This design comes from an exercise in tuning for small area and a short achievable clock period on the open sky130 flow, not from production work.
Function was checked by simulation only, so behaviour that the tests miss may differ from the original.
Power is estimated from default activity; no workload was simulated.

== the reference run ==
Design datapath, start of the top module:
module datapath (clk, writenum, readnum, write, datapath_in, vsel, loada, loadb, loadc, shift, asel, bsel, ALUop, loads, Z_out, datapath_out);
Size in the first run: ~760 cells after synthesis, roughly 52 I/O pins, ~9600 sq um of cells after synthesis.
clock: 5.5 ns
lec_check: 0
cap_margin: 20
core_margin: 2
core_utilization: 60
setup_slack_margin: 2.9
slew_margin: 20
synth_hierarchical: 1
synth_minimum_keep_size: 0
standard.sh (not shown) runs the stock make flow with config.mk's settings and CLKGATE_MAP_FILE= SYNTH_SCRIPT=/design/flow/synth_recipe.tcl, a recipe that flattens the netlist after the stock synthesis.
==> flow/flow/run.sh <==
#!/bin/bash
# The standard layout (standard.sh), with every input and output port
# buffered by a buf_4 cell instead of the buffer the resizer picks by default.
set -euo pipefail
bash standard.sh 'BUFFER_PORTS_ARGS=-buffer_cell sky130_fd_sc_hd__buf_4' finish > make.log 2>&1
Setup changes, the reference run to the trial run
- CTS_BUF_LIST now sky130_fd_sc_hd__clkbuf_4 sky130_fd_sc_hd__clkbuf_8, previously not set
## What came out
Compared with the reference run, the trial run shows a higher largest stage delay on the critical path. Between the reference run and the trial run, global routing met3 resource utilization decreased. The trial run ends up with a wire length that is 0.32% higher than in the reference run. Changes observed in the trial run relative to the reference run: sequential share of power +4.4 points; sum of negative setup slack ~0 delta. Going from the reference run to the trial run, worst setup slack moved down; setup slack on the worst flop-to-flop path comparable. Of the two values seen for worst setup path startpoint, ALUop[1] was produced by the trial run and shift[1] by the reference run.

Setup of v56:
Another version of the RTL of datapath (not shown whole).
Size in the first run: about 740 cells after synthesis, ~180 flip-flops, about 52 I/O pins, roughly 8800 um^2 of cells after synthesis.
// datapath
module datapath (clk, writenum, readnum, write, datapath_in, vsel, loada, loadb, loadc, shift, asel, bsel, ALUop, loads, Z_out, datapath_out);
export LEC_CHECK = 0
export CAP_MARGIN = 20
export CORE_MARGIN = 2
export CORE_UTILIZATION = 70
export CTS_BUF_LIST = sky130_fd_sc_hd__clkbuf_4 sky130_fd_sc_hd__clkbuf_8
export PLACE_DENSITY = 0.9
export SETUP_SLACK_MARGIN = 2.9
export SLEW_MARGIN = 20
export SYNTH_HIERARCHICAL = 1
export SYNTH_MINIMUM_KEEP_SIZE = 0
create_clock -name core_clock -period 5.5 [get_ports {clk}]
==> flow/flow/run.sh <==
#!/bin/bash
# The standard layout (standard.sh), with every input and output port
# buffered by a buf_2 cell instead of the buffer the resizer picks by default.
set -euo pipefail
bash standard.sh 'BUFFER_PORTS_ARGS=-buffer_cell sky130_fd_sc_hd__buf_2' finish > make.log 2>&1
v56 | status: complete | timing, DRC, antenna: pass
#### Input delta (v51 over v56)
diff --git a/flow/config.mk b/flow/config.mk
--- a/flow/config.mk
+++ b/flow/config.mk
@@ -10 +10 @@
-export CORE_UTILIZATION = 70
+export CORE_UTILIZATION = 60
@@ -12 +12 @@
-export PLACE_DENSITY = 0.9
+export CTS_CLUSTER_SIZE = 25
[summary]
Delta (v51 minus v56): sequential share of layout area neither gained nor lost much, number of iterations in the first detailed-routing pass neither gained nor lost much, area growth from synthesis to layout picked up an extra 0.31 points, slew at the pin closest to its max-slew limit picked up an extra 25 ps.
For the average wire per cell in the routed design, v51 came in about 3.7% lower than v56 did.
The static power due to leakage on v51 is in line with that on v56.
Between v56 and v51, the difference in cell area after placement is negligible.
Measured against each other, v56 and v51 differ in final cell count, the higher figure coming from v51.
A critical path endpoint of datapath_out[12]$_DFF_P_ is what v51 shows, while datapath_out[13]$_DFF_P_ belongs to v56.
The global-route usage in v51 was lower than what v56 gave.
Re largest net degree at the start of global routing: v56 and v51 aren't equal, and the lower value belongs to v51.
Die area, v51 vs v56: up by more than 10%
diff inputs: v51 => v18
diff --git a/flow/config.mk b/flow/config.mk
--- a/flow/config.mk
+++ b/flow/config.mk
@@ -10 +10 @@
-export CORE_UTILIZATION = 60
+export CORE_UTILIZATION = 70
@@ -12 +11,0 @@
-export CTS_CLUSTER_SIZE = 25
Notes after the runs:
- v18 gives more via count than v51 did.
- v18 packs its core more tightly than v51.
- Average cell area after synthesis: v51 vs v18, no meaningful difference

-- afterwards: timing with drivers on the ports --
No port has a modelled driver above. Below, the same layouts with a new extraction and two added sets of constraints.
Step 1 assumes that a clkbuf_16 drives the clock port and a buf_2 every other input.
Step 2 also shifts input and output timing later by t, the mid clock arrival at the registers, as if the neighbouring blocks saw the same clock.
Three values: ideal ports, drivers, drivers and shift; two values: the first two.
run	shift t [ns]	slack for setup (ns)	hold slack, ns	worst register clock-pin slew, ns
the reference run	0.466	2.961 / 2.835 / 2.369	0.500 / 0.500 / 0.500	0.07 / 0.07
the trial run	0.493	2.952 / 2.810 / 2.317	0.506 / 0.506 / 0.506	0.10 / 0.10
v56	0.497	2.948 / 2.941 / 2.444	0.501 / 0.501 / 0.501	0.12 / 0.12
v51	0.493	2.964 / 2.975 / 2.482	0.500 / 0.500 / 0.500	0.11 / 0.11
v18	0.505	3.010 / 3.003 / 2.498	0.488 / 0.488 / 0.488	0.10 / 0.10
After both steps every run listed still meets setup and hold. The setup slack of the trial run, which loses most, moves by -0.142 ns with the drivers and by -0.635 ns with both steps.
